What follows belongs to an exercise in optimizing a design on an open flow for a short achievable clock period and few clock cycles; a production flow would make more cautious choices. The RTL was checked by simulation tests, not by an equivalence proof against the original design. Power and IR drop assume default switching activity.

===== flow/design.v =====
`timescale 1ns / 1ps
`timescale 1ns / 1ps
module Adder32(
    input wire [31:0] a, b,
    output wire [31:0] s
    );
    assign s = a + b;
endmodule
module Sub32(
    input wire [31:0] a, b,
    output wire [31:0] d
    );
    assign d = a - b;
endmodule
module Shifter(
    input wire [31:0] a,
    input wire [4:0] sh,
    input wire s_sll, s_srl, s_sra,
    output wire [31:0] q
    );
    wire [31:0] shl = a << sh;
    wire [31:0] shr = a >> sh;
    wire [31:0] sra = $signed(a) >>> sh;
    assign q = ({32{s_sll}} & shl) | ({32{s_srl}} & shr) | ({32{s_sra}} & sra);
endmodule
module SetLess(
    input wire [31:0] a, b,
    input wire s_slt, s_sltu,
    output wire q
    );
    assign q = (s_slt & ($signed(a) < $signed(b))) | (s_sltu & (a < b));
endmodule
module ResultSel(
    input wire [31:0] diff, shift, logic_r, pre,
    input wire slt,
    input wire s_sub, s_pre,
    output wire [31:0] rest
    );
    assign rest = ({32{s_sub}} & diff) | shift | logic_r | ({32{s_pre}} & pre) | {31'd0, slt};
endmodule
module ALU(
    input wire [31:0] aA, oA, a, o2,
    input wire [31:0] pre,        
    input wire s_add, s_sub, s_sll, s_srl, s_sra, s_slt, s_sltu, s_xor, s_or, s_and,
               s_pre,
    output wire [31:0] sum,
    output wire [31:0] rest       
    );
    wire [31:0] diff, shift;
    wire slt;
    Adder32 add(.a(aA), .b(oA), .s(sum));
    Sub32 sub(.a(aA), .b(oA), .d(diff));
    Shifter shu(.a(a), .sh(o2[4:0]), .s_sll(s_sll), .s_srl(s_srl), .s_sra(s_sra), .q(shift));
    SetLess slu(.a(a), .b(o2), .s_slt(s_slt), .s_sltu(s_sltu), .q(slt));
    wire [31:0] logic_r = ({32{s_xor}} & (a ^ o2)) | ({32{s_or}} & (a | o2)) | ({32{s_and}} & (a & o2));
    ResultSel rsel(.diff(diff), .shift(shift), .logic_r(logic_r), .pre(pre), .slt(slt),
                   .s_sub(s_sub), .s_pre(s_pre), .rest(rest));
endmodule
`timescale 1ns / 1ps
module BranchDecisionMaking(
    input wire [2:0] f3,
    input wire [31:0] a, b,
    output reg taken
    );
    wire beq = a == b;
    wire blt = $signed(a) < $signed(b);
    wire bltu = a < b;
    always @(*) begin
        case (f3)
            3'd0: taken = beq;
            3'd1: taken = !beq;
            3'd4: taken = blt;
            3'd5: taken = !blt;
            3'd6: taken = bltu;
            default: taken = !bltu;
        endcase
    end
endmodule
`timescale 1ns / 1ps
module ControlUnit(
    input wire [31:0] ir,
    output reg [31:0] oh1, oh2,       
    output wire [4:0] rs1, rs2, rd,
    output wire [2:0] f3,
    output wire is_ld, is_st, is_br, is_jalr, is_jal,
    output wire use1, use2, wr, bimm, useA, useC, useS, useM, rdir,
    output wire [31:0] imm,
    output wire s_add, s_sub, s_sll, s_slt, s_sltu, s_xor, s_srl, s_sra, s_or, s_and,
                s_imm, s_pcadd, s_pc4
    );
    wire [6:0] op = ir[6:0];
    assign rd = ir[11:7];
    assign f3 = ir[14:12];
    assign rs1 = ir[19:15];
    assign rs2 = ir[24:20];
    wire f7b = ir[30];
    wire is_lui   = op == 7'b0110111;
    wire is_auipc = op == 7'b0010111;
    assign is_jal = op == 7'b1101111;
    assign is_jalr = op == 7'b1100111;
    assign is_br  = op == 7'b1100011;
    assign is_ld  = op == 7'b0000011;
    assign is_st  = op == 7'b0100011;
    wire is_opi   = op == 7'b0010011;
    wire is_op    = op == 7'b0110011;
    wire [31:0] imm_i = {{20{ir[31]}}, ir[31:20]};
    wire [31:0] imm_s = {{20{ir[31]}}, ir[31:25], ir[11:7]};
    wire [31:0] imm_b = {{19{ir[31]}}, ir[31], ir[7], ir[30:25], ir[11:8], 1'b0};
    wire [31:0] imm_u = {ir[31:12], 12'd0};
    wire [31:0] imm_j = {{11{ir[31]}}, ir[31], ir[19:12], ir[20], ir[30:21], 1'b0};
    integer oi;
    always @(*) begin
        for (oi = 0; oi < 32; oi = oi + 1) begin
            oh1[oi] = rs1 == oi;
            oh2[oi] = rs2 == oi;
        end
    end
    assign use1 = is_jalr | is_br | is_ld | is_st | is_opi | is_op;
    assign use2 = is_br | is_st | is_op;
    assign wr = (is_lui | is_auipc | is_jal | is_jalr | is_ld | is_opi | is_op) && rd != 5'd0;
    assign bimm = !(is_op || is_br);
    assign useA = is_ld | is_st | is_jalr | ((is_op | is_opi) & f3 == 3'd0);   
    assign useC = is_br;                                                       
    assign useS = is_br | is_st;                                               
    assign useM = (is_op | is_opi) & f3 != 3'd0;                               
    assign rdir = is_jal || (is_br && ir[31]);
    assign imm = is_st ? imm_s : is_br ? imm_b : (is_lui | is_auipc) ? imm_u : is_jal ? imm_j : imm_i;
    assign s_add  = (is_op && f3 == 3'd0 && !f7b) || (is_opi && f3 == 3'd0);
    assign s_sub  = is_op && f3 == 3'd0 && f7b;
    assign s_sll  = (is_op || is_opi) && f3 == 3'd1;
    assign s_slt  = (is_op || is_opi) && f3 == 3'd2;
    assign s_sltu = (is_op || is_opi) && f3 == 3'd3;
    assign s_xor  = (is_op || is_opi) && f3 == 3'd4;
    assign s_srl  = (is_op || is_opi) && f3 == 3'd5 && !f7b;
    assign s_sra  = (is_op || is_opi) && f3 == 3'd5 && f7b;
    assign s_or   = (is_op || is_opi) && f3 == 3'd6;
    assign s_and  = (is_op || is_opi) && f3 == 3'd7;
    assign s_imm  = is_lui;
    assign s_pcadd = is_auipc;
    assign s_pc4  = is_jal || is_jalr;
endmodule
`timescale 1ns / 1ps
module DataExt(
    input wire [31:0] rd,
    input wire [2:0] f3,
    input wire [1:0] a,
    input wire ld,
    input wire [31:0] res,
    output wire [31:0] wdata
    );
    reg [31:0] ldv;
    always @(*) begin
        case (f3)
            3'd0: case (a)
                    2'd0: ldv = {{24{rd[7]}}, rd[7:0]};
                    2'd1: ldv = {{24{rd[15]}}, rd[15:8]};
                    2'd2: ldv = {{24{rd[23]}}, rd[23:16]};
                    default: ldv = {{24{rd[31]}}, rd[31:24]};
                  endcase
            3'd1: ldv = a[1] ? {{16{rd[31]}}, rd[31:16]} : {{16{rd[15]}}, rd[15:0]};
            3'd4: case (a)
                    2'd0: ldv = {24'd0, rd[7:0]};
                    2'd1: ldv = {24'd0, rd[15:8]};
                    2'd2: ldv = {24'd0, rd[23:16]};
                    default: ldv = {24'd0, rd[31:24]};
                  endcase
            3'd5: ldv = a[1] ? {16'd0, rd[31:16]} : {16'd0, rd[15:0]};
            default: ldv = rd;
        endcase
    end
    assign wdata = ld ? ldv : res;
endmodule
`timescale 1ns / 1ps
module EXSegReg(
    input wire [31:0] sum, rest, res_m, wdata, rv, imm,
    input wire g_sum, g_rest, g_m, g_w, g_rv, g_imm,
    output wire [31:0] q
    );
    assign q = ({32{g_sum}} & sum) | ({32{g_rest}} & rest) | ({32{g_m}} & res_m) |
               ({32{g_w}} & wdata) | ({32{g_rv}} & rv) | ({32{g_imm}} & imm);
endmodule
`timescale 1ns / 1ps
module HarzardUnit(
    input wire [4:0] rs1, rs2, rd_e, rd_m, rd_w,
    input wire v_d, v_e, wr_e, ld_e, v_m, wr_m, ld_m, wr_w,
    input wire use1, use2,
    output wire stall,
    output wire ga1, ga2, ga3, gar, gb1, gb2, gb3, gbr
    );
    wire d1a = v_e && wr_e && rd_e == rs1;    
    wire d2a = v_m && wr_m && rd_m == rs1;
    wire d3a = wr_w && rd_w == rs1;
    wire d1b = v_e && wr_e && rd_e == rs2;
    wire d2b = v_m && wr_m && rd_m == rs2;
    wire d3b = wr_w && rd_w == rs2;
    wire haz1 = use1 && ((d1a && ld_e) || (!d1a && d2a && ld_m));
    wire haz2 = use2 && ((d1b && ld_e) || (!d1b && d2b && ld_m));
    assign stall = v_d && (haz1 || haz2);
    assign ga1 = d1a;
    assign ga2 = !d1a && d2a;
    assign ga3 = !d1a && !d2a && d3a;
    assign gar = !d1a && !d2a && !d3a;
    assign gb1 = d1b;
    assign gb2 = !d1b && d2b;
    assign gb3 = !d1b && !d2b && d3b;
    assign gbr = !d1b && !d2b && !d3b;
endmodule
`timescale 1ns / 1ps
module IFSegReg(
    input wire taken,
    input wire sel_t, sel_n,           
    input wire [31:0] npc_t, npc_n,    
    input wire stall,
    input wire [31:0] pc_hold,         
    input wire [31:0] npc_ns,          
    output wire [31:0] npc
    );
    wire [31:0] npc_d = stall ? pc_hold : npc_ns;
    assign npc = taken ? (sel_t ? npc_t : npc_d) : (sel_n ? npc_n : npc_d);
endmodule
`timescale 1ns / 1ps
module TargetLo(
    input wire [31:0] pc,           
    input wire [31:0] ir,           
    output wire [6:0] lo,           
    output wire [31:7] imm_hi       
    );
    wire [31:0] imm_j = {{11{ir[31]}}, ir[31], ir[19:12], ir[20], ir[30:21], 1'b0};
    wire [31:0] imm_b = {{19{ir[31]}}, ir[31], ir[7], ir[30:25], ir[11:8], 1'b0};
    wire [31:0] imm = ir[2] ? imm_j : imm_b;
    assign lo = {1'b0, pc[6:1]} + {1'b0, imm[6:1]};
    assign imm_hi = imm[31:7];
endmodule
module NPC_Generator(
    input wire [31:7] pc_hi,
    input wire [31:7] imm_hi,
    input wire [6:0] lo,
    output wire [31:0] tgt
    );
    wire [25:0] hs = {pc_hi, lo[6]} + {imm_hi, lo[6]};
    assign tgt = {hs[25:1], lo[5:0], 1'b0};
endmodule
`timescale 1ns / 1ps
module RegisterFile(
    input wire [32*31-1:0] rf_flat,
    input wire [31:0] oh1, oh2,
    output reg [31:0] rv1, rv2
    );
    integer ri;
    always @(*) begin
        rv1 = 32'd0;
        rv2 = 32'd0;
        for (ri = 1; ri < 32; ri = ri + 1) begin
            rv1 = rv1 | ({32{oh1[ri]}} & rf_flat[32*(ri-1) +: 32]);
            rv2 = rv2 | ({32{oh2[ri]}} & rf_flat[32*(ri-1) +: 32]);
        end
    end
endmodule
`timescale 1ns / 1ps
module RV32Core(
    input wire CPU_CLK,
    input wire CPU_RST,
    output wire [31:0] IMEM_A,
    input wire [31:0] IMEM_RD,
    output wire [31:0] DMEM_A,
    output wire [31:0] DMEM_WD,
    output wire [3:0] DMEM_WE,
    input wire [31:0] DMEM_RD
    );
    wire clk = CPU_CLK;
    wire rst = CPU_RST;
    localparam NBTB = 2;
    reg [31:0] pc_f;           
    reg [31:0] pcn_f;          
    wire [31:0] pcq = ~pcn_f;
    reg        v_i;            
    reg [31:0] pc_i;
    reg        bh_i;           
    reg        skid_v;         
    reg [31:0] skid, skid_pc;
    reg [6:0]  skid_lo;
    reg [31:7] skid_ihi;
    reg        skid_bh;
    reg        v_d;
    reg [31:0] pc_d;
    reg        bh_d;
    reg [31:0] oh1, oh2;       
    reg [4:0]  rs1_d, rs2_d, rd_d;
    reg [2:0]  f3_d;
    reg        ld_d, st_d, br_d, jalr_d, jal_d;
    reg        use1_d, use2_d, wr_d, bimm_d, useA_d, useC_d, useS_d, useM_d;
    reg        rdir_d;         
    reg [31:0] imm_d;
    reg [6:0]  lo_d;            
    reg [31:7] ihi_d;          
    reg        s_add_d, s_sub_d, s_sll_d, s_srl_d, s_sra_d, s_slt_d, s_sltu_d,
               s_xor_d, s_or_d, s_and_d, s_imm_d, s_pcadd_d, s_pc4_d;
    reg        v_e;
    reg [31:0] pc_e;
    reg [4:0]  rd_e;
    reg        wr_e;           
    reg        ld_e, st_e, br_e, jalr_e, jal_e;
    reg [2:0]  f3_e;
    reg [31:0] imm_e;
    reg [31:0] aA, oA, aC, bC, a, o2;
    reg        s_add, s_sub, s_sll, s_srl, s_sra, s_slt, s_sltu, s_xor, s_or, s_and,
               s_pre;
    reg [31:0] pre_e;          
    reg [31:0] pc4_e;
    reg        pt_e;           
    reg [31:0] sum_m, rest_m;   
    reg        sadd_m;
    reg [31:0] dmem_a_q;
    reg [31:0] dmem_wd_q;
    reg [3:0]  dmem_we_q;
    reg [4:0]  rd_m;
    reg        v_m, wr_m, ld_m;
    reg [2:0]  f3_m;
    reg [31:0] res_w;
    reg [4:0]  rd_w;
    reg        wr_w, ld_w;
    reg [31:1] wen_w;          
    reg [2:0]  f3_w;
    reg [1:0]  a_w;
    reg [31:0] rf [1:31];
    reg [NBTB-1:0] btb_v;
    reg [29:0] btb_tag [0:NBTB-1];
    reg [29:0] btb_tgt [0:NBTB-1];
    reg        btb_ptr;
    assign IMEM_A  = pc_f;
    assign DMEM_A  = dmem_a_q;
    assign DMEM_WD = dmem_wd_q;
    assign DMEM_WE = dmem_we_q;
    reg        btb_hit;
    reg [29:0] btb_t;
    integer bi;
    always @(*) begin
        btb_hit = 1'b0;
        btb_t = 30'd0;
        for (bi = 0; bi < NBTB; bi = bi + 1)
            if (btb_v[bi] && btb_tag[bi] == pcq[31:2]) begin
                btb_hit = 1'b1;
                btb_t = btb_t | btb_tgt[bi];
            end
    end
    wire [31:0] pc_f4 = pcq + 32'd4;
    wire [6:0] lo_i;
    wire [31:7] ihi_i;
    wire [31:0] tgt_d;
    TargetLo tgt_lo(.pc(pc_i), .ir(IMEM_RD), .lo(lo_i), .imm_hi(ihi_i));
    NPC_Generator npc_gen(.pc_hi(pc_d[31:7]), .imm_hi(ihi_d), .lo(lo_d), .tgt(tgt_d));
    wire        src_v   = skid_v | v_i;
    wire [31:0] ir      = skid_v ? skid : IMEM_RD;
    wire [31:0] src_pc  = skid_v ? skid_pc : pc_i;
    wire        src_bh  = skid_v ? skid_bh : bh_i;
    wire [6:0] src_lo  = skid_v ? skid_lo : lo_i;
    wire [31:7] src_ihi = skid_v ? skid_ihi : ihi_i;
    reg [31:0] xd_ir, xd_pc;
    reg        xd_bh;
    reg [6:0]  xd_lo;
    reg [31:7] xd_ihi;
    wire [31:0] oh1_n, oh1_x;
    wire [31:0] oh2_n, oh2_x;
    wire [4:0] rs1_n, rs1_x;
    wire [4:0] rs2_n, rs2_x;
    wire [4:0] rd_n, rd_x;
    wire [2:0] f3_n, f3_x;
    wire ld_n, ld_x;
    wire st_n, st_x;
    wire br_n, br_x;
    wire jalr_n, jalr_x;
    wire jal_n, jal_x;
    wire use1_n, use1_x;
    wire use2_n, use2_x;
    wire wr_n, wr_x;
    wire bimm_n, bimm_x;
    wire useA_n, useA_x;
    wire useC_n, useC_x;
    wire useS_n, useS_x;
    wire useM_n, useM_x;
    wire rdir_n, rdir_x;
    wire [31:0] imm_n, imm_x;
    wire s_add_n, s_add_x;
    wire s_sub_n, s_sub_x;
    wire s_sll_n, s_sll_x;
    wire s_slt_n, s_slt_x;
    wire s_sltu_n, s_sltu_x;
    wire s_xor_n, s_xor_x;
    wire s_srl_n, s_srl_x;
    wire s_sra_n, s_sra_x;
    wire s_or_n, s_or_x;
    wire s_and_n, s_and_x;
    wire s_imm_n, s_imm_x;
    wire s_pcadd_n, s_pcadd_x;
    wire s_pc4_n, s_pc4_x;
    ControlUnit dec_n(.ir(ir), .oh1(oh1_n), .oh2(oh2_n), .rs1(rs1_n), .rs2(rs2_n), .rd(rd_n), .f3(f3_n), .is_ld(ld_n), .is_st(st_n), .is_br(br_n), .is_jalr(jalr_n), .is_jal(jal_n), .use1(use1_n), .use2(use2_n), .wr(wr_n), .bimm(bimm_n), .useA(useA_n), .useC(useC_n), .useS(useS_n), .useM(useM_n), .rdir(rdir_n), .imm(imm_n), .s_add(s_add_n), .s_sub(s_sub_n), .s_sll(s_sll_n), .s_slt(s_slt_n), .s_sltu(s_sltu_n), .s_xor(s_xor_n), .s_srl(s_srl_n), .s_sra(s_sra_n), .s_or(s_or_n), .s_and(s_and_n), .s_imm(s_imm_n), .s_pcadd(s_pcadd_n), .s_pc4(s_pc4_n));
    ControlUnit dec_x(.ir(xd_ir), .oh1(oh1_x), .oh2(oh2_x), .rs1(rs1_x), .rs2(rs2_x), .rd(rd_x), .f3(f3_x), .is_ld(ld_x), .is_st(st_x), .is_br(br_x), .is_jalr(jalr_x), .is_jal(jal_x), .use1(use1_x), .use2(use2_x), .wr(wr_x), .bimm(bimm_x), .useA(useA_x), .useC(useC_x), .useS(useS_x), .useM(useM_x), .rdir(rdir_x), .imm(imm_x), .s_add(s_add_x), .s_sub(s_sub_x), .s_sll(s_sll_x), .s_slt(s_slt_x), .s_sltu(s_sltu_x), .s_xor(s_xor_x), .s_srl(s_srl_x), .s_sra(s_sra_x), .s_or(s_or_x), .s_and(s_and_x), .s_imm(s_imm_x), .s_pcadd(s_pcadd_x), .s_pc4(s_pc4_x));
    wire [31:0] rv1, rv2;
    wire [32*31-1:0] rf_flat;
    genvar gi;
    generate
        for (gi = 1; gi < 32; gi = gi + 1) begin : rff
            assign rf_flat[32*(gi-1) +: 32] = rf[gi];
        end
    endgenerate
    RegisterFile rf_read(.rf_flat(rf_flat), .oh1(oh1), .oh2(oh2), .rv1(rv1), .rv2(rv2));
    wire stall, ga1, ga2, ga3, gar, gb1, gb2, gb3, gbr;
    HarzardUnit hz(.rs1(rs1_d), .rs2(rs2_d), .rd_e(rd_e), .rd_m(rd_m), .rd_w(rd_w),
                   .v_d(v_d), .v_e(v_e), .wr_e(wr_e), .ld_e(ld_e), .v_m(v_m), .wr_m(wr_m),
                   .ld_m(ld_m), .wr_w(wr_w), .use1(use1_d), .use2(use2_d), .stall(stall),
                   .ga1(ga1), .ga2(ga2), .ga3(ga3), .gar(gar), .gb1(gb1), .gb2(gb2), .gb3(gb3), .gbr(gbr));
    wire [31:0] wdata;
    wire [31:0] sum, pcadd, rest_e;    
    wire [31:0] res_m = sadd_m ? sum_m : rest_m;
    wire [31:0] aA_n, oA_n, aC_n, bC_n, a_n, o2_n;
    EXSegReg opAA(.sum(sum), .rest(rest_e), .res_m(res_m), .wdata(wdata), .rv(rv1), .imm(imm_d),
                  .g_sum(ga1 & useA_d & s_add), .g_rest(ga1 & useA_d & !s_add), .g_m(ga2 & useA_d),
                  .g_w(ga3 & useA_d), .g_rv(gar & useA_d), .g_imm(1'b0), .q(aA_n));
    EXSegReg opOA(.sum(sum), .rest(rest_e), .res_m(res_m), .wdata(wdata), .rv(rv2), .imm(imm_d),
                  .g_sum(gb1 & !bimm_d & useA_d & s_add), .g_rest(gb1 & !bimm_d & useA_d & !s_add),
                  .g_m(gb2 & !bimm_d & useA_d), .g_w(gb3 & !bimm_d & useA_d), .g_rv(gbr & !bimm_d & useA_d),
                  .g_imm(bimm_d & useA_d), .q(oA_n));
    EXSegReg opAC(.sum(sum), .rest(rest_e), .res_m(res_m), .wdata(wdata), .rv(rv1), .imm(imm_d),
                  .g_sum(ga1 & useC_d & s_add), .g_rest(ga1 & useC_d & !s_add), .g_m(ga2 & useC_d),
                  .g_w(ga3 & useC_d), .g_rv(gar & useC_d), .g_imm(1'b0), .q(aC_n));
    EXSegReg opBC(.sum(sum), .rest(rest_e), .res_m(res_m), .wdata(wdata), .rv(rv2), .imm(imm_d),
                  .g_sum(gb1 & useS_d & s_add), .g_rest(gb1 & useS_d & !s_add), .g_m(gb2 & useS_d),
                  .g_w(gb3 & useS_d), .g_rv(gbr & useS_d), .g_imm(1'b0), .q(bC_n));
    EXSegReg opAM(.sum(sum), .rest(rest_e), .res_m(res_m), .wdata(wdata), .rv(rv1), .imm(imm_d),
                  .g_sum(ga1 & useM_d & s_add), .g_rest(ga1 & useM_d & !s_add), .g_m(ga2 & useM_d),
                  .g_w(ga3 & useM_d), .g_rv(gar & useM_d), .g_imm(1'b0), .q(a_n));
    EXSegReg opOM(.sum(sum), .rest(rest_e), .res_m(res_m), .wdata(wdata), .rv(rv2), .imm(imm_d),
                  .g_sum(gb1 & !bimm_d & useM_d & s_add), .g_rest(gb1 & !bimm_d & useM_d & !s_add),
                  .g_m(gb2 & !bimm_d & useM_d), .g_w(gb3 & !bimm_d & useM_d), .g_rv(gbr & !bimm_d & useM_d),
                  .g_imm(bimm_d & useM_d), .q(o2_n));
    wire redir_d = v_d && !bh_d && rdir_d;
    wire [31:0] auipc_d, pc4_d;
    Adder32 addau(.a(pc_d), .b(imm_d), .s(auipc_d));
    assign pc4_d = pc_d + 32'd4;
    wire pt_d = bh_d || redir_d;    
    wire [31:0] b  = bC;
    wire [31:0] pc4 = pc4_e;
    ALU alu(.aA(aA), .oA(oA), .a(a), .o2(o2), .pre(pre_e),
            .s_add(s_add), .s_sub(s_sub), .s_sll(s_sll), .s_srl(s_srl), .s_sra(s_sra),
            .s_slt(s_slt), .s_sltu(s_sltu), .s_xor(s_xor), .s_or(s_or), .s_and(s_and),
            .s_pre(s_pre), .sum(sum), .rest(rest_e));
    Adder32 addpc(.a(pc_e), .b(imm_e), .s(pcadd));    
    wire taken;
    BranchDecisionMaking bdm(.f3(f3_e), .a(aC), .b(bC), .taken(taken));
    wire act = br_e ? taken : jal_e;          
    wire misp = v_e && (jalr_e || act != pt_e);
    reg [3:0] we_e;
    reg [31:0] wd_e;
    always @(*) begin
        case (f3_e[1:0])
            2'd0: begin we_e = 4'b0001 << sum[1:0]; wd_e = {4{b[7:0]}}; end
            2'd1: begin we_e = sum[1] ? 4'b1100 : 4'b0011; wd_e = {2{b[15:0]}}; end
            default: begin we_e = 4'b1111; wd_e = b; end
        endcase
        if (!(v_e && st_e)) we_e = 4'b0000;
    end
    DataExt dext(.rd(DMEM_RD), .f3(f3_w), .a(a_w), .ld(ld_w), .res(res_w), .wdata(wdata));
    integer wi;
    always @(posedge clk) begin
        for (wi = 1; wi < 32; wi = wi + 1)
            if (rst) rf[wi] <= 32'd0;
            else if (wen_w[wi]) rf[wi] <= wdata;
    end
    wire take_d0 = redir_d && !stall;
    wire take_d = take_d0 && !misp;
    wire [31:0] npc_ns = redir_d ? tgt_d : btb_hit ? {btb_t, 2'b00} : pc_f4;
    wire [31:0] jalr_t = {sum[31:1], 1'b0};
    wire e_jalr = v_e && jalr_e;
    wire e_nb = v_e && !br_e;                  
    wire e_jn = e_nb && jal_e && !pt_e;        
    wire e_xp = e_nb && !jal_e && pt_e;        
    wire sel_t = e_jalr | (v_e && br_e && !pt_e) | e_jn | e_xp;
    wire sel_n = e_jalr | (v_e && br_e && pt_e) | e_jn | e_xp;
    wire [31:0] npc_t = e_jalr ? jalr_t : e_xp ? pc4 : pcadd;
    wire [31:0] npc_n = e_jalr ? jalr_t : e_jn ? pcadd : pc4;
    wire [31:0] npc;
    IFSegReg npc_sel(.taken(taken), .sel_t(sel_t), .sel_n(sel_n), .npc_t(npc_t), .npc_n(npc_n),
                     .stall(stall), .pc_hold(pcq), .npc_ns(npc_ns), .npc(npc));
    reg btbu_v;
    reg [29:0] btbu_pc, btbu_tgt;
    integer wj;
    always @(posedge clk) begin
        if (rst) begin
            pc_f <= 32'd0;
            pcn_f <= 32'hFFFFFFFF;
            v_i <= 1'b0;
            skid_v <= 1'b0;
            v_d <= 1'b0;
            v_e <= 1'b0;
            v_m <= 1'b0;
            wr_w <= 1'b0;
            wen_w <= 31'd0;
            dmem_we_q <= 4'd0;
            btb_v <= {NBTB{1'b0}};
            btb_ptr <= 1'b0;
            btbu_v <= 1'b0;
        end else begin
            pc_f <= npc;
            pcn_f <= ~npc;
            v_i <= !(misp || take_d);
            if (misp || take_d) begin
                v_d <= 1'b0;
                skid_v <= 1'b0;
            end else if (stall) begin
                if (v_i) skid_v <= 1'b1;
            end else begin
                v_d <= src_v;
                skid_v <= 1'b0;
            end
            v_e <= v_d && !stall && !misp;
            v_m <= v_e;
            dmem_we_q <= we_e;    
            wr_w <= v_m && wr_m;
            for (wj = 1; wj < 32; wj = wj + 1)
                wen_w[wj] <= v_m && wr_m && rd_m == wj;
            btbu_v <= v_e && act;
            if (btbu_v) begin : upd
                reg found;
                integer k;
                found = 1'b0;
                for (k = 0; k < NBTB; k = k + 1)
                    if (btb_v[k] && btb_tag[k] == btbu_pc) found = 1'b1;
                if (!found) begin
                    btb_v[btb_ptr] <= 1'b1;
                    btb_ptr <= !btb_ptr;
                end
            end
        end
    end
    always @(posedge clk) begin
        pc_i <= pcq;
        bh_i <= btb_hit;
        if (stall && !skid_v) begin
            skid <= IMEM_RD;
            skid_pc <= pc_i;
            skid_bh <= bh_i;
            skid_lo <= lo_i;
            skid_ihi <= ihi_i;
        end
        if (!stall) begin
            xd_ir <= ir;
            xd_pc <= src_pc;
            xd_bh <= src_bh;
            xd_lo <= src_lo;
            xd_ihi <= src_ihi;
        end
        pc_d <= stall ? xd_pc : src_pc;
        bh_d <= stall ? xd_bh : src_bh;
        lo_d <= stall ? xd_lo : src_lo;
        ihi_d <= stall ? xd_ihi : src_ihi;
        oh1 <= stall ? oh1_x : oh1_n;
        oh2 <= stall ? oh2_x : oh2_n;
        rs1_d <= stall ? rs1_x : rs1_n;
        rs2_d <= stall ? rs2_x : rs2_n;
        rd_d <= stall ? rd_x : rd_n;
        f3_d <= stall ? f3_x : f3_n;
        ld_d <= stall ? ld_x : ld_n;
        st_d <= stall ? st_x : st_n;
        br_d <= stall ? br_x : br_n;
        jalr_d <= stall ? jalr_x : jalr_n;
        jal_d <= stall ? jal_x : jal_n;
        use1_d <= stall ? use1_x : use1_n;
        use2_d <= stall ? use2_x : use2_n;
        wr_d <= stall ? wr_x : wr_n;
        bimm_d <= stall ? bimm_x : bimm_n;
        useA_d <= stall ? useA_x : useA_n;
        useC_d <= stall ? useC_x : useC_n;
        useS_d <= stall ? useS_x : useS_n;
        useM_d <= stall ? useM_x : useM_n;
        rdir_d <= stall ? rdir_x : rdir_n;
        imm_d <= stall ? imm_x : imm_n;
        s_add_d <= stall ? s_add_x : s_add_n;
        s_sub_d <= stall ? s_sub_x : s_sub_n;
        s_sll_d <= stall ? s_sll_x : s_sll_n;
        s_slt_d <= stall ? s_slt_x : s_slt_n;
        s_sltu_d <= stall ? s_sltu_x : s_sltu_n;
        s_xor_d <= stall ? s_xor_x : s_xor_n;
        s_srl_d <= stall ? s_srl_x : s_srl_n;
        s_sra_d <= stall ? s_sra_x : s_sra_n;
        s_or_d <= stall ? s_or_x : s_or_n;
        s_and_d <= stall ? s_and_x : s_and_n;
        s_imm_d <= stall ? s_imm_x : s_imm_n;
        s_pcadd_d <= stall ? s_pcadd_x : s_pcadd_n;
        s_pc4_d <= stall ? s_pc4_x : s_pc4_n;
        pc_e <= pc_d;
        rd_e <= rd_d;
        wr_e <= wr_d;
        ld_e <= ld_d;
        st_e <= st_d;
        br_e <= br_d;
        jalr_e <= jalr_d;
        jal_e <= jal_d;
        f3_e <= f3_d;
        imm_e <= imm_d;
        aA <= aA_n;
        oA <= oA_n;
        aC <= aC_n;
        bC <= bC_n;
        a  <= a_n;
        o2 <= o2_n;
        s_add <= s_add_d;
        s_sub <= s_sub_d;
        s_sll <= s_sll_d;
        s_srl <= s_srl_d;
        s_sra <= s_sra_d;
        s_slt <= s_slt_d;
        s_sltu <= s_sltu_d;
        s_xor <= s_xor_d;
        s_or <= s_or_d;
        s_and <= s_and_d;
        s_pre <= s_imm_d | s_pcadd_d | s_pc4_d;
        pre_e <= s_imm_d ? imm_d : s_pcadd_d ? auipc_d : pc4_d;
        pc4_e <= pc4_d;
        pt_e <= pt_d;
        sum_m <= sum;
        rest_m <= rest_e;
        sadd_m <= s_add;
        dmem_a_q <= sum;
        dmem_wd_q <= wd_e;
        rd_m <= rd_e;
        wr_m <= wr_e;
        ld_m <= ld_e;
        f3_m <= f3_e;
        res_w <= res_m;
        rd_w <= rd_m;
        ld_w <= ld_m;
        f3_w <= f3_m;
        a_w <= dmem_a_q[1:0];
        btbu_pc <= pc_e[31:2];
        btbu_tgt <= pcadd[31:2];
        if (btbu_v && !rst) begin : upd2
            reg found;
            integer k;
            found = 1'b0;
            for (k = 0; k < NBTB; k = k + 1)
                if (btb_v[k] && btb_tag[k] == btbu_pc) found = 1'b1;
            if (!found) begin
                btb_tag[btb_ptr] <= btbu_pc;
                btb_tgt[btb_ptr] <= btbu_tgt;
            end
        end
    end
endmodule

===== flow/flow/run.sh =====
#!/bin/bash
set -euo pipefail
MARGIN=${MARGIN:-6.8}
bash standard.sh SETUP_SLACK_MARGIN=$MARGIN finish > standard_flow.log 2>&1

===== flow/standard.sh =====
#!/bin/bash
# synth_recipe.tcl (not shown) runs the flow's synth.tcl, then flattens the netlist and writes it again
# the make line also repeats each setting of config.mk as NAME=value (left out here)
make -C /OpenROAD-flow-scripts/flow DESIGN_CONFIG=/design/flow/config.mk WORK_HOME=/design/flow/orfs CLKGATE_MAP_FILE= SYNTH_SCRIPT=/design/flow/synth_recipe.tcl "${@:-finish}"

===== flow/config.mk =====
export PLATFORM = sky130hd
export DESIGN_NAME = RV32Core
export DESIGN_NICKNAME = RV32Core
export VERILOG_FILES = /design/flow/design.v
export SDC_FILE = /design/flow/constraint.sdc
export NUM_CORES = 8
export LEC_CHECK = 0
export CAP_MARGIN = 20
export CORE_MARGIN = 2
export CORE_UTILIZATION = 50
export PLACE_DENSITY = 0.65
export SLEW_MARGIN = 20
export SYNTH_HIERARCHICAL = 1

===== flow/constraint.sdc =====
create_clock -name core_clock -period 10.0 [get_ports {CPU_CLK}]
set_input_delay 2.0000 -clock core_clock [delete_from_list [all_inputs] [get_ports {CPU_CLK}]]
set_output_delay 2.0000 -clock core_clock [all_outputs]
set_load 0.01 [all_outputs]

==> flow_summary.ini, run 1 <==
[sta]
hold_ws_ns = 0.3243
rsz0062_at_grt = yes
finClkSkew_ns = 0.09183
finalHoldViolCount = 0
max_slew_margin_pct = 5.238
worst_pin_slew_ns = 1.421
max_freq_mhz = 272.2
period_share_pct = 36.74
timing.setup.tns_ns = 0
fin_crit_ns = 3.674
maxSlewViolCount = 0
setup_viol = 0

[worst_setup_path]
worstPathArrival_ns = 4.46
critPathMaxFanout = 4
crit_chain = fa_2, a21o_1, a221o_1, a31o_4, a21o_1, a211o_1, a21oi_2, xnor2_2, nor2_1, o22ai_1, mux2_4, mux2i_1, o22ai_1, nand2b_1, inv_1
slowest_stage = edfxtp_1
criticalPathCategory = flip-flop to flip-flop
worstPathRequired_ns = 10.78
slowest_delay_ns = 0.54
start_kind = flip-flop
end_kind = flip-flop
r2r_cells = 15

[power]
switchingPower_w = 0.004992
internal-power_w = 0.01426
p_leak_nw = 46.53
seqPwrFrac_pct = 47.3
powerDensity_nw_per_um2 = 150.4
peakVddDrop_v = 0.0001679
p_comb_share_pct = 8.3
p_sw_share_pct = 25.93
power_w = 0.01925
power.share.clock_pct = 44.4

[cells_and_area]
largest_reg_flops = 992
stdcell_area_um2 = 128000
nets = 11750
largest-register = rf
biggestRegsByFlops = rf: 992 flops, btb_tag: 60 flops, btb_tgt: 60 flops
drive_gt1_share_pct = 20.35
areaGrowthSynthToFinish_pct = 16.26
utilization_pct = 58.39

[hold_path]
hold_depth = 0
min-delay-path-class = flip-flop to flip-flop

[grt]
grt_pass1_vias = 95090
grt_util_all_layers_pct = 42.32
grt_overflow = 0
grt_pass1_wl_um = 691800
antenna_found_initial = 58
grt_max_degree = 113

[die]
die_area_um2 = 224000
fp.coreArea_um2 = 219300
start_util_pct = 50.22
dieHeight_um = 473.3
die_width_um = 473.3
io_pins = 166
num_rows = 172

[detailed_routing]
wl_per_cell_um = 34.62
via_count = 101600
drc_errors = 0
first_pass_iters = 10
drt_iter0_drc = 15950
wl_um = 500800
ant_nets = 0
vias_per_cell = 7.022

[place]
dp.final_hpwl_um = 320800
place_area_um2 = 113500
portBuffers = 165
gp_congestion = 1.029

[clock_tree]
insertion_delay_ns = 0.93
htreeDepth = 4
clockBufferDepth = 3
path_clk_slew_ns = 0.06
cts_tree = built
hold_buffers = 0
cts_buffers = 222
cts_root_buffer = clkbuf_16
numClockSinks = 2141

[synth]
avgSynthCellArea_um2 = 9.639
syn_inst = 11430
syn-cell-area_um2 = 110100
synth_warnings = 12

[status]
status = finished clean

[run]
maxCapViolCount = 0
## through the flow
step	std cells	setup slack [ns]
3_3_place_gp	13740	4.970
3_5_place_dp	13740	4.892
2_1_floorplan	11450	2.267
4_1_cts	14280	6.386
6_report	14470	6.326
5_1_grt	14440	6.213
## power groups by stage
stage	Combinational [W]	Sequential [W]	Clock, W
2_1_floorplan	0.000853	0.00917	0
3_3_place_gp	0.00128	0.00927	0
3_5_place_dp	0.00129	0.00927	0
4_1_cts	0.00140	0.00909	0.00856
5_1_grt	0.00166	0.00910	0.00891
6_report	0.00160	0.00910	0.00855
## final timing paths
kind | to | startpoint | slack (ns)
worst max-delay path | pc_f[24] | lo_d[6] | 6.33
worst max register to register | pc_f[24] | lo_d[6] | 6.33
worst min register to register | rd_e[4] | rd_d[4] | 0.32
worst min-delay path | rd_e[4] | rd_d[4] | 0.32
## layer usage
layer  part of all wire (%)  up-vias  routed length, µm  global-route usage (%)
li1                       -    42210                  -                       -
met1                     37    49320             183800                   52.24
met2                     41     7664             206400                   61.52
met3                     13     2336              65270                   13.94
met4                    8.9       42              44610                   30.80
met5                   0.14        -                718                  0.6057
## cell usage in the layout (no fill, tap or decap), drive strengths merged, types with 235 or more instances in the layout
| master | instances |
|---|---|
| edfxtp | 314 |
| ha | 283 |
| a22oi | 1386 |
| nor2 | 1467 |
| mux2 | 357 |
| dfxtp | 1827 |
| clkbuf | 326 |
| mux2i | 1116 |
| nand3 | 405 |
| nand2 | 494 |
| buf | 611 |
| a21oi | 235 |
| inv | 304 |
## cell type report
type	count	area, µm²
fillers	18560	91250
flip-flops and latches	2141	46420
repair buffers	694	7184
inverters	300	1139
diodes	26	65.06
clock buffers	310	6355
clock inverters	87	1106
multi-input cells	8036	62180
well taps	2871	3592
## repair_timing
item / CTS / global route
cloned: 22 / 19
endpoints found under the setup margin: 1693 / 1349
setup buffers: 120 / 144
pin swaps: 109 / 251
resized for setup: 998 / 518
## worst max-delay path, delay by kind of cell, from the launching register on
family | cells | cell delay, ns
AO/OA/AOI/OAI | 8 | 1.71
XOR/XNOR | 1 | 0.08
adder cells (fa/ha/maj) | 1 | 0.45
buffers and inverters | 1 | 0.06
flip-flops | 1 | 0.54
multiplexers | 2 | 0.43
AND/OR/NAND/NOR | 2 | 0.27
Testbench counts, summed over its fixed seeds: cycles 228,080.
==> inputs of run 2 (changes only) <==
--- a/flow/design.v
+++ b/flow/design.v
@@ -449,5 +449,8 @@
     BranchDecisionMaking bdm(.f3(f3_e), .a(aC), .b(bC), .taken(taken));
     wire act = br_e ? taken : jal_e;          
-    wire misp = v_e && (jalr_e || act != pt_e);
+    reg        jp_v;
+    reg [31:0] jp_t;
+    wire ve = v_e && !jp_v;                   
+    wire misp = jp_v || (ve && (jalr_e || act != pt_e));
     reg [3:0] we_e;
     reg [31:0] wd_e;
@@ -458,5 +461,5 @@
             default: begin we_e = 4'b1111; wd_e = b; end
         endcase
-        if (!(v_e && st_e)) we_e = 4'b0000;
+        if (!(ve && st_e)) we_e = 4'b0000;
     end
     DataExt dext(.rd(DMEM_RD), .f3(f3_w), .a(a_w), .ld(ld_w), .res(res_w), .wdata(wdata));
@@ -471,12 +474,12 @@
     wire [31:0] npc_ns = redir_d ? tgt_d : btb_hit ? {btb_t, 2'b00} : pc_f4;
     wire [31:0] jalr_t = {sum[31:1], 1'b0};
-    wire e_jalr = v_e && jalr_e;
-    wire e_nb = v_e && !br_e;                  
+    wire e_jalr = jp_v;
+    wire e_nb = ve && !br_e && !jalr_e;                  
     wire e_jn = e_nb && jal_e && !pt_e;        
     wire e_xp = e_nb && !jal_e && pt_e;        
-    wire sel_t = e_jalr | (v_e && br_e && !pt_e) | e_jn | e_xp;
-    wire sel_n = e_jalr | (v_e && br_e && pt_e) | e_jn | e_xp;
-    wire [31:0] npc_t = e_jalr ? jalr_t : e_xp ? pc4 : pcadd;
-    wire [31:0] npc_n = e_jalr ? jalr_t : e_jn ? pcadd : pc4;
+    wire sel_t = e_jalr | (ve && br_e && !pt_e) | e_jn | e_xp;
+    wire sel_n = e_jalr | (ve && br_e && pt_e) | e_jn | e_xp;
+    wire [31:0] npc_t = e_jalr ? jp_t : e_xp ? pc4 : pcadd;
+    wire [31:0] npc_n = e_jalr ? jp_t : e_jn ? pcadd : pc4;
     wire [31:0] npc;
     IFSegReg npc_sel(.taken(taken), .sel_t(sel_t), .sel_n(sel_n), .npc_t(npc_t), .npc_n(npc_n),
@@ -500,4 +503,5 @@
             btb_ptr <= 1'b0;
             btbu_v <= 1'b0;
+            jp_v <= 1'b0;
         end else begin
             pc_f <= npc;
@@ -514,10 +518,11 @@
             end
             v_e <= v_d && !stall && !misp;
-            v_m <= v_e;
+            v_m <= ve;
+            jp_v <= ve && jalr_e;
             dmem_we_q <= we_e;    
             wr_w <= v_m && wr_m;
             for (wj = 1; wj < 32; wj = wj + 1)
                 wen_w[wj] <= v_m && wr_m && rd_m == wj;
-            btbu_v <= v_e && act;
+            btbu_v <= ve && act;
             if (btbu_v) begin : upd
                 reg found;
@@ -632,4 +637,5 @@
         f3_w <= f3_m;
         a_w <= dmem_a_q[1:0];
+        jp_t <= jalr_t;
         btbu_pc <= pc_e[31:2];
         btbu_tgt <= pcadd[31:2];
==> run 2 against run 1 <==
Largest cell class unchanged. Register-to-register slack improved by 0.03 ns. Via count fell by 0.79%. Power grew 0.27%. Critical path type unchanged. Synthesized cell count barely moved. Clock power about the same. Hold slack improved by 0.0031 ns. Area after synthesis is essentially flat. Routed wire length increased by 0.99%. Sequential power barely moved.
==> flow_summary.ini, run 2 <==
[grt]
grt_pass1_vias = 95610
grt_max_degree = 117
grt_overflow = 0
antenna_found_initial = 39
grt_util_all_layers_pct = 42.96
grt_pass1_wl_um = 698900

[hold_path]
hold_start = f3_m[1]
min-delay-path-class = flip-flop to flip-flop

[die]
io_pins = 166
die_area_um2 = 224100
fp.coreArea_um2 = 219300
dieHeight_um = 473.4
start_util_pct = 50.23
die_width_um = 473.4
num_rows = 172

[cells_and_area]
multi_input_area_um2 = 61920
mostFrequentLayoutCell = dfxtp_1
utilization_pct = 58.19
instances_no_fill = 14460
fill_cells = 18590
biggestRegsByFlops = rf: 992 flops, btb_tag: 60 flops, btb_tgt: 60 flops
drive_gt1_share_pct = 20.06
seqCellArea_um2 = 46600
areaGrowthSynthToFinish_pct = 15.84
final_cell_mix = dfxtp_1 (1577), nor2_1 (1440), a22oi_1 (1331)
largest-register = rf
nets = 11710
largest_reg_flops = 992

[clock_tree]
htreeDepth = 4
cts_root_buffer = clkbuf_16
insertion_delay_ns = 0.90
path_clk_slew_ns = 0.07
hold_buffers = 0
clockBufferDepth = 3
cts_buffers = 221
numClockSinks = 2142
cts_tree = built

[status]
status = finished clean

[worst_setup_path]
criticalPathCategory = flip-flop to flip-flop
worstPathArrival_ns = 4.41
start_kind = flip-flop
worstPathRequired_ns = 10.78
end_kind = flip-flop
critPathMaxFanout = 3
rr_startpoint = ihi_d[7]
crit_start = ihi_d[7]

[detailed_routing]
drt_iter0_drc = 14930
via_count = 100800
first_pass_iters = 14
vias_per_cell = 6.971
ant_nets = 0
wl_um = 505800
wl_per_cell_um = 34.99
drc_errors = 0

[sta]
max_freq_mhz = 274.8
rsz0062_at_grt = yes
setup_viol = 0
fin_crit_ns = 3.640
period_share_pct = 36.40
max_slew_margin_pct = 8.644
finalHoldViolCount = 0
worst_pin_slew_ns = 1.361
finClkSkew_ns = 0.07710
timing.setup.tns_ns = 0
maxSlewViolCount = 0

[power]
p_leak_nw = 46.32
peakVddDrop_v = 0.0001804
powerDensity_nw_per_um2 = 151.3

[place]
gp_congestion = 1.032
dp.final_hpwl_um = 323600
dpl.cell_count = 13730
portBuffers = 165

[synth]
syn_inst = 11420
avgSynthCellArea_um2 = 9.644
syn-cell-area_um2 = 110200
synth_warnings = 12

[run]
maxCapViolCount = 0
[run 2: critical path: stages (launching register included)]
cell and delay, ns:
edfxtp_1 0.46, fa_2 0.41, a21o_1 0.21, a221o_1 0.40, a31o_4 0.27, a21o_1 0.22
a211o_1 0.29, a21oi_2 0.14, xnor2_1 0.08, nor2_1 0.11, o22ai_1 0.10, mux2_4 0.33
mux2i_1 0.15, o22ai_1 0.10, nand2b_1 0.18, inv_1 0.06
[run 2: power breakdown]
| group | internal, W | switching, W | total, W | leakage [nW] |
|---|---|---|---|---|
| sequential | 0.00887 | 0.000243 | 0.00912 | 18.0 |
| combinational | 0.000610 | 0.00102 | 0.00164 | 24.6 |
| clock | 0.00483 | 0.00373 | 0.00855 | 3.69 |
| total | 0.0143 | 0.00499 | 0.0193 | 46.3 |
[run 2: layout make-up]
cell class,instances,area share (%)
antenna,34,0.06667
clock buffer,315,5.041
clock inverter,100,0.8217
inverter,302,0.9040
multi-input combinational,8031,48.52
sequential,2142,36.52
tap,2871,2.815
timing repair buffer,660,5.308
[run 2: final timing paths]
check | end | slack, ns | depth (start not counted)
worst max-delay path | pc_f[24] | 6.36 | 15
worst min-delay path | f3_w[1] | 0.33 | 0
worst min register to register | f3_w[1] | 0.33 | 0
worst max register to register | pc_f[24] | 6.36 | 15
[run 2: per-stage QoR]
stage	power [W]	instance area, µm²	hold slack (ns)	setup WS (ns)
6_report	0.01930	127600	0.3274	6.360
5_1_grt	0.01971	127500	0.3296	6.301
4_1_cts	0.01915	125000	0.3226	6.410
3_5_place_dp	0.01059	113400	0.3138	4.945
3_3_place_gp	0.01058	113400	0.3112	4.979
2_1_floorplan	0.01002	111600	0.3095	2.134
[run 2: routing by layer]
metal / global-route usage [%] / routed length, µm / vias up
li1: - / - / 42100
met1: 49.58 / 176800 / 48600
met2: 63.62 / 211900 / 7565
met3: 13.44 / 61120 / 2469
met4: 39.02 / 55810 / 28
met5: 0 / 249 / -
[run 2: repair_timing]
action	CTS	global route
gates resized for setup	1112	349
gates cloned	18	14
setup endpoints to repair	1705	890
setup buffers	171	77
hold endpoints to repair	0	0
pin swaps	142	194
Testbench counts of run 2, summed over its fixed seeds: cycles 229,130.

separate check: timing with driven ports:
The flow's constraints put no driver on any port. The routed layouts listed below were extracted and timed again, unchanged, in two steps. Step 1, drivers: a clkbuf_16 drives CPU_CLK and a buf_2 each remaining input, both assumed. Step 2 also shifts input and output timing later by t, the mid clock arrival at the registers, as if the neighbouring blocks saw the same clock. Slacks: no drivers / after step 1 / after step 2; pairs: no drivers / after step 1.
| run | shift t [ns] | setup slack, ns | latest minus earliest clock arrival (ns) | cell pins on the clock port's net |
|---|---|---|---|---|
| run 1 | 0.983 | 6.326 / 6.326 / 5.833 | 0.092 / 0.092 | 1 |
| run 2 | 0.959 | 6.360 / 6.354 / 5.826 | 0.077 / 0.077 | 1 |
After both steps every run listed still meets setup and hold. For run 2, which loses most, drivers alone change the setup slack by -0.006 ns; drivers and shift together by -0.534 ns.
